Context: an optimization exercise on an open-source flow, tuned for small area and a short achievable clock period. The choices shown serve that exercise and are no tape-out recipe.
Where RTL was checked, it was by simulation tests only, not by an equivalence proof against the original.

==> inputs of run D <==
==> flow/design.v <==
module nand2c(input a, b, output y);
    assign y = ~(a & b);
endmodule
module mux2c(input s, a1, a0, output y);
    assign y = s ? a1 : a0;
endmodule
module ao8(input [7:0] h, input [7:0] d, output y);
    assign y = |(h & d);
endmodule
module ao7(input [7:1] h, input [7:1] d, output y);
    assign y = |(h & d);
endmodule
module nor2c(input a, b, output y);
    assign y = ~(a | b);
endmodule
module rdbit(input [31:1] sel, input [31:1] d, output y);
    wire [3:0] q;
    wire [1:0] r;
    ao7 g0(.h(sel[7:1]),   .d(d[7:1]),   .y(q[0]));
    ao8 g1(.h(sel[15:8]),  .d(d[15:8]),  .y(q[1]));
    ao8 g2(.h(sel[23:16]), .d(d[23:16]), .y(q[2]));
    ao8 g3(.h(sel[31:24]), .d(d[31:24]), .y(q[3]));
    nor2c  o0(.a(q[0]), .b(q[1]), .y(r[0]));
    nor2c  o1(.a(q[2]), .b(q[3]), .y(r[1]));
    nand2c o2(.a(r[0]), .b(r[1]), .y(y));
endmodule
module hold2(input we, wen, input [1:0] wd, q, output [1:0] d);
    assign d = (wd & {2{we}}) | (q & {2{wen}});
endmodule
module ALU(
    input      [31:0] a, bx,
    input      [31:0] bs,         
    input      [5:0]  f,
    input             rtype,      
    input             sub,        
    input      [4:0]  sh,         
    output     [31:0] y,
    output            eq          
);
    wire [31:0] p = a ^ bx;
    wire [31:0] k = a & bx;
    genvar i, l;
    wire [6*32-1:0] G, P;
    assign G[31:0] = {k[31:1], k[0] | (p[0] & sub)};
    assign P[31:0] = p;
    generate
        for (l = 0; l < 5; l = l + 1) begin : lv
            for (i = 0; i < 32; i = i + 1) begin : b
                if (i >= (1 << l)) begin : m
                    assign G[(l+1)*32+i] = G[l*32+i] | (P[l*32+i] & G[l*32+i-(1<<l)]);
                    assign P[(l+1)*32+i] = P[l*32+i] & P[l*32+i-(1<<l)];
                end else begin : c
                    assign G[(l+1)*32+i] = G[l*32+i];
                    assign P[(l+1)*32+i] = P[l*32+i];
                end
            end
        end
    endgenerate
    wire [31:0] c = {G[5*32+30 : 5*32], sub};    
    wire [31:0] o  = a | bx;
    wire [31:0] lg = f[1] ? (f[0] ? ~o : p) : (f[0] ? o : k);
    assign eq = &p;
    wire        right = f[1];
    wire [31:0] br;
    generate
        for (i = 0; i < 32; i = i + 1) begin : rv
            assign br[i] = right ? bs[i] : bs[31-i];
        end
    endgenerate
    wire        fill = f[0] & bs[31];
    wire [31:0] s0 = sh[0] ? {fill,       br[31:1]}  : br;
    wire [31:0] s1 = sh[1] ? {{2{fill}},  s0[31:2]}  : s0;
    wire [31:0] s2 = sh[2] ? {{4{fill}},  s1[31:4]}  : s1;
    wire [31:0] s3 = sh[3] ? {{8{fill}},  s2[31:8]}  : s2;
    wire [31:0] s4 = sh[4] ? {{16{fill}}, s3[31:16]} : s3;
    wire is_sh  = rtype & ~f[5];
    wire is_lg  = rtype & f[5] & f[2];
    wire is_slt = rtype & f[5] & f[3];
    wire is_ar  = ~rtype | (f[5] & ~f[3] & ~f[2]);
    wire [31:0] other;
    generate
        for (i = 0; i < 32; i = i + 1) begin : r
            assign other[i] = (is_lg & lg[i]) | (is_sh & right & s4[i]) | (is_sh & ~right & s4[31-i]);
        end
        for (i = 1; i < 32; i = i + 1) begin : o1
            assign y[i] = c[i] ? ((is_ar & ~p[i]) | other[i]) : ((is_ar & p[i]) | other[i]);
        end
    endgenerate
    wire base0 = (is_ar & (p[0] ^ sub)) | other[0];
    assign y[0] = c[31] ? (base0 | (is_slt & ~p[31] & a[31]))
                        : (base0 | (is_slt & (p[31] | a[31])));
endmodule
module mips(
    input         clk, reset,
    output [31:0] pc,
    input  [31:0] instr,
    output        memwrite,
    output [31:0] aluout, writedata,
    input  [31:0] readdata
);
    wire [5:0] op = instr[31:26];
    wire [5:0] fn = instr[5:0];
    wire rtype = (op == 6'b000000);
    wire lw    = (op == 6'b100011);
    wire sw    = (op == 6'b101011);
    wire beq   = (op == 6'b000100);
    wire addi  = (op == 6'b001000);
    wire jmp   = (op == 6'b000010);
    assign memwrite = sw;
    wire regwrite = rtype | lw | addi;
    wire [31:0] rs, rt;
    wire [4:0]  wa = rtype ? instr[15:11] : instr[20:16];
    wire [31:0] wd = lw ? readdata : aluout;
    reg  [31*32-1:0] rf;    
    wire [31:1] s1, s2;      
    genvar g, b;
    generate
        for (g = 1; g < 32; g = g + 1) begin : regs
            wire        we = regwrite && wa == g;
            wire [31:0] d;
            genvar j;
            for (j = 0; j < 16; j = j + 1) begin : hb
                hold2 h(.we(we), .wen(~we), .wd(wd[2*j +: 2]), .q(rf[(g-1)*32 + 2*j +: 2]), .d(d[2*j +: 2]));
            end
            always @(posedge clk)
                rf[(g-1)*32 +: 32] <= d;
        end
        for (g = 1; g < 32; g = g + 1) begin : sd
            assign s1[g] = (instr[25:21] == g);
            assign s2[g] = (instr[20:16] == g);
        end
        for (b = 0; b < 32; b = b + 1) begin : rd
            wire [31:1] col;
            for (g = 1; g < 32; g = g + 1) begin : c
                assign col[g] = rf[(g-1)*32 + b];
            end
            rdbit r1(.sel(s1), .d(col), .y(rs[b]));
            rdbit r2(.sel(s2), .d(col), .y(rt[b]));
        end
    endgenerate
    assign writedata = rt;
    wire [31:0] simm = {{16{instr[15]}}, instr[15:0]};
    wire        sub  = beq | (rtype & fn[5] & fn[1] & ~fn[2]);
    wire        usert = rtype | beq;
    wire [31:0] bx, bx0, bx1;    
    assign bx0 = usert ? {32{sub}}  : simm;
    assign bx1 = usert ? {32{~sub}} : simm;
    generate
        for (b = 0; b < 32; b = b + 1) begin : bxm
            mux2c m(.s(rt[b]), .a1(bx1[b]), .a0(bx0[b]), .y(bx[b]));
        end
    endgenerate
    wire [4:0]  sh   = fn[2] ? rs[4:0] : instr[10:6];
    wire        eq;
    ALU alu(.a(rs), .bx(bx), .bs(rt), .f(fn), .rtype(rtype), .sub(sub), .sh(sh),
            .y(aluout), .eq(eq));
    reg  [31:2] pcr;
    wire [31:2] pcp4 = pcr + 30'd1;
    wire [30:0] pcb1 = {pcr, 1'b1} + {simm[29:0], 1'b1};
    wire [31:2] pcbr = pcb1[30:1];
    wire [31:2] pcn  = jmp ? {pcp4[31:28], instr[25:0]} :
                       (beq & eq) ? pcbr : pcp4;
    always @(posedge clk or posedge reset)
        if (reset) pcr <= 30'b0;
        else       pcr <= pcn;
    assign pc = {pcr, 2'b00};
endmodule
==> flow/flow/run.sh <==
#!/bin/bash
# The standard layout, except that the port buffers are inserted as
# buf_2 cells (which repair may then resize within the buf family) instead of
# the default delay-buffer cell. Output goes to standard.log.
set -euo pipefail
export BUFFER_PORTS_ARGS="-buffer_cell sky130_fd_sc_hd__buf_2"
bash standard.sh > standard.log 2>&1
==> flow/standard.sh <==
#!/bin/bash
# synth_recipe.tcl (not shown) runs the flow's synth.tcl, then flattens the netlist and writes it again
# the make line also repeats each setting of config.mk as NAME=value (left out here)
make -C /OpenROAD-flow-scripts/flow DESIGN_CONFIG=/design/flow/config.mk WORK_HOME=/design/flow/orfs CLKGATE_MAP_FILE= SYNTH_SCRIPT=/design/flow/synth_recipe.tcl "${@:-finish}"
==> flow/config.mk <==
export PLATFORM = sky130hd
export DESIGN_NAME = mips
export DESIGN_NICKNAME = mips
export VERILOG_FILES = /design/flow/design.v
export SDC_FILE = /design/flow/constraint.sdc
export NUM_CORES = 4
export LEC_CHECK = 0
export CAP_MARGIN = 20
export CORE_MARGIN = 2
export CORE_UTILIZATION = 40
export CTS_BUF_LIST = sky130_fd_sc_hd__clkbuf_8 sky130_fd_sc_hd__clkbuf_16
export CTS_CLUSTER_DIAMETER = 90
export CTS_CLUSTER_SIZE = 24
export SETUP_SLACK_MARGIN = 2.6
export SLEW_MARGIN = 20
export SYNTH_HIERARCHICAL = 1
export SYNTH_MINIMUM_KEEP_SIZE = 0
==> flow/constraint.sdc <==
create_clock -name core_clock -period 11.5 [get_ports {clk}]
set_input_delay 2.3000 -clock core_clock [delete_from_list [all_inputs] [get_ports {clk}]]
set_output_delay 2.3000 -clock core_clock [all_outputs]
set_load 0.01 [all_outputs]
==> inputs of run G, as changes to run D <==
==> flow/design.v, changed modules only <==
module aoi222(input a0, b0, a1, b1, a2, b2, output y);
    assign y = ~((a0 & b0) | (a1 & b1) | (a2 & b2));
endmodule
module nand4c(input a, b, c, d, output y);
    assign y = ~(a & b & c & d);
endmodule
module or3c(input a, b, c, output y);
    assign y = a | b | c;
endmodule
module rdbit(input [31:1] sel, input [31:1] d, output y);
    wire [10:0] n;
    genvar g;
    generate
        for (g = 0; g < 10; g = g + 1) begin : a
            aoi222 u(.a0(sel[3*g+1]), .b0(d[3*g+1]), .a1(sel[3*g+2]), .b1(d[3*g+2]),
                     .a2(sel[3*g+3]), .b2(d[3*g+3]), .y(n[g]));
        end
    endgenerate
    nand2c u31(.a(sel[31]), .b(d[31]), .y(n[10]));
    wire p0, p1, p2;
    nand4c o0(.a(n[0]), .b(n[1]), .c(n[2]),  .d(n[3]),  .y(p0));
    nand4c o1(.a(n[4]), .b(n[5]), .c(n[6]),  .d(n[7]),  .y(p1));
    nand4c o2(.a(n[8]), .b(n[9]), .c(n[10]), .d(1'b1),  .y(p2));
    or3c   o3(.a(p0), .b(p1), .c(p2), .y(y));
endmodule
module ALU(
    input      [31:0] a, b,
    input      [5:0]  f,
    input             rtype,      
    input             sub,        
    input      [4:0]  sh,         
    output     [31:0] y,
    output            eq          
);
    wire [31:0] bx  = b ^ {32{sub}};
    wire [31:0] sum = a + bx + {31'b0, sub};
    wire        lt  = (a[31] ^ b[31]) ? a[31] : sum[31];
    wire [31:0] x  = a ^ b;
    wire [31:0] o  = a | b;
    wire [31:0] lg = f[1] ? (f[0] ? ~o : x) : (f[0] ? o : (a & b));
    assign eq = ~|x;
    wire        right = f[1];
    wire [31:0] br;
    genvar g;
    generate
        for (g = 0; g < 32; g = g + 1) begin : rev
            assign br[g] = right ? b[g] : b[31-g];
        end
    endgenerate
    wire        fill = f[0] & b[31];
    wire [31:0] s0 = sh[0] ? {fill,       br[31:1]}  : br;
    wire [31:0] s1 = sh[1] ? {{2{fill}},  s0[31:2]}  : s0;
    wire [31:0] s2 = sh[2] ? {{4{fill}},  s1[31:4]}  : s1;
    wire [31:0] s3 = sh[3] ? {{8{fill}},  s2[31:8]}  : s2;
    wire [31:0] s4 = sh[4] ? {{16{fill}}, s3[31:16]} : s3;
    wire [31:0] sl;
    generate
        for (g = 0; g < 32; g = g + 1) begin : rev2
            assign sl[g] = s4[31-g];
        end
    endgenerate
    wire is_sh  = rtype & ~f[5];
    wire is_lg  = rtype & f[5] & f[2];
    wire is_slt = rtype & f[5] & f[3];
    wire is_ar  = ~rtype | (f[5] & ~f[3] & ~f[2]);
    assign y = ({32{is_ar}}           & sum)
             | ({32{is_lg}}           & lg)
             | ({31'b0, is_slt & lt})
             | ({32{is_sh &  right}}  & s4)
             | ({32{is_sh & ~right}}  & sl);
endmodule
module mips(
    input         clk, reset,
    output [31:0] pc,
    input  [31:0] instr,
    output        memwrite,
    output [31:0] aluout, writedata,
    input  [31:0] readdata
);
    wire [5:0] op = instr[31:26];
    wire [5:0] fn = instr[5:0];
    wire rtype = (op == 6'b000000);
    wire lw    = (op == 6'b100011);
    wire sw    = (op == 6'b101011);
    wire beq   = (op == 6'b000100);
    wire addi  = (op == 6'b001000);
    wire jmp   = (op == 6'b000010);
    assign memwrite = sw;
    wire regwrite = rtype | lw | addi;
    wire [31:0] rs, rt;
    wire [4:0]  wa = rtype ? instr[15:11] : instr[20:16];
    wire [31:0] wd = lw ? readdata : aluout;
    reg  [31*32-1:0] rf;    
    wire [31:1] s1, s2;
    genvar g, b;
    generate
        for (g = 1; g < 32; g = g + 1) begin : regs
            always @(posedge clk)
                if (regwrite && wa == g) rf[(g-1)*32 +: 32] <= wd;
            assign s1[g] = (instr[25:21] == g);
            assign s2[g] = (instr[20:16] == g);
        end
        for (b = 0; b < 32; b = b + 1) begin : rd
            wire [31:1] col;
            for (g = 1; g < 32; g = g + 1) begin : c
                assign col[g] = rf[(g-1)*32 + b];
            end
            rdbit r1(.sel(s1), .d(col), .y(rs[b]));
            rdbit r2(.sel(s2), .d(col), .y(rt[b]));
        end
    endgenerate
    assign writedata = rt;
    wire [31:0] simm = {{16{instr[15]}}, instr[15:0]};
    wire [31:0] srcb = rtype | beq ? rt : simm;
    wire        sub  = beq | (rtype & fn[1]);
    wire [4:0]  sh   = fn[2] ? rs[4:0] : instr[10:6];
    wire        eq;
    ALU alu(.a(rs), .b(srcb), .f(fn), .rtype(rtype), .sub(sub), .sh(sh),
            .y(aluout), .eq(eq));
    reg  [31:2] pcr;
    wire [31:2] pcp4 = pcr + 30'd1;
    wire [31:2] pcbr = pcr + simm[29:0] + 30'd1;
    wire [31:2] pcn  = jmp ? {pcp4[31:28], instr[25:0]} :
                       (beq & eq) ? pcbr : pcp4;
    always @(posedge clk or posedge reset)
        if (reset) pcr <= 30'b0;
        else       pcr <= pcn;
    assign pc = {pcr, 2'b00};
endmodule
// module mux2c removed
// module ao8 removed
// module ao7 removed
// module nor2c removed
// module hold2 removed
==> flow/run.sh (new file) <==
#!/bin/bash
# synth_recipe.tcl (not shown) runs the flow's synth.tcl, then flattens the netlist and writes it again
# the make line also repeats each setting of config.mk as NAME=value (left out here)
make -C /OpenROAD-flow-scripts/flow DESIGN_CONFIG=/design/flow/config.mk WORK_HOME=/design/flow/orfs CLKGATE_MAP_FILE= SYNTH_SCRIPT=/design/flow/synth_recipe.tcl finish
CTS_BUF_LIST = default   (was sky130_fd_sc_hd__clkbuf_8 sky130_fd_sc_hd__clkbuf_16)
CTS_CLUSTER_DIAMETER = default   (was 90)
CTS_CLUSTER_SIZE = default   (was 24)
SETUP_SLACK_MARGIN = 3.0   (was 2.6)
removed: flow/flow/run.sh
removed: flow/standard.sh
==> results_dict.tcl <==
set metrics [dict create \
    routedWlPerCell_um 35.5 \
    pg_seq_mw 4.58 \
    drt-pass1-iter-count 12 \
    status "no timing/DRC/antenna violations" \
    p_sw_mw 3.28 \
    crit_buf_inv 7 \
    cp-endpoint "aluout[29]" \
    synth.area.top_cells "edfxtp_1 59%, a222oi_1 13%, ha_1 3.1%" \
]
The numbers above come from run G.

==> results_dict.tcl <==
set metrics [dict create \
    status "no timing/DRC/antenna violations" \
    pg_seq_mw 3.95 \
    drt-pass1-iter-count 10 \
    crit_buf_inv 5 \
    synth.area.top_cells "dfxtp_1 39%, a22o_1 17%, a22oi_1 13%" \
    cp-endpoint "aluout[26]" \
]
The numbers above come from run D.

Function not checked in run G: the RTL went through the layout flow alone.

[re-timing with driven ports]
Ports are ideal in the flow. The routed layouts listed here were re-timed in OpenROAD.
Step 1 assumes that a clkbuf_16 drives the clock port and a buf_2 every other input.
Step 2 moves the port delays by t, midway between the first and last clock arrival at a register: inputs arrive t later, outputs are due t later. That takes back most of the time a late clock gives input paths.
Three values: ideal, step 1, step 2; two values: the first two.
| run | t (ns) | setup WS [ns] | worst setup path at the end | worst register clock-pin slew, ns | worst data-port slew with drivers (ns) |
|---|---|---|---|---|---|
| run D | 0.774 | 2.417 / 2.300 / 2.300 | input to output | 0.11 / 0.11 | 0.19 |
| run G | 0.791 | 1.888 / 1.796 / 1.796 | input to output | 0.07 / 0.07 | 0.11 |
After both steps every run listed still meets setup and hold. The setup slack of run D, which loses most, moves by -0.117 ns with the drivers and by -0.117 ns with both steps.
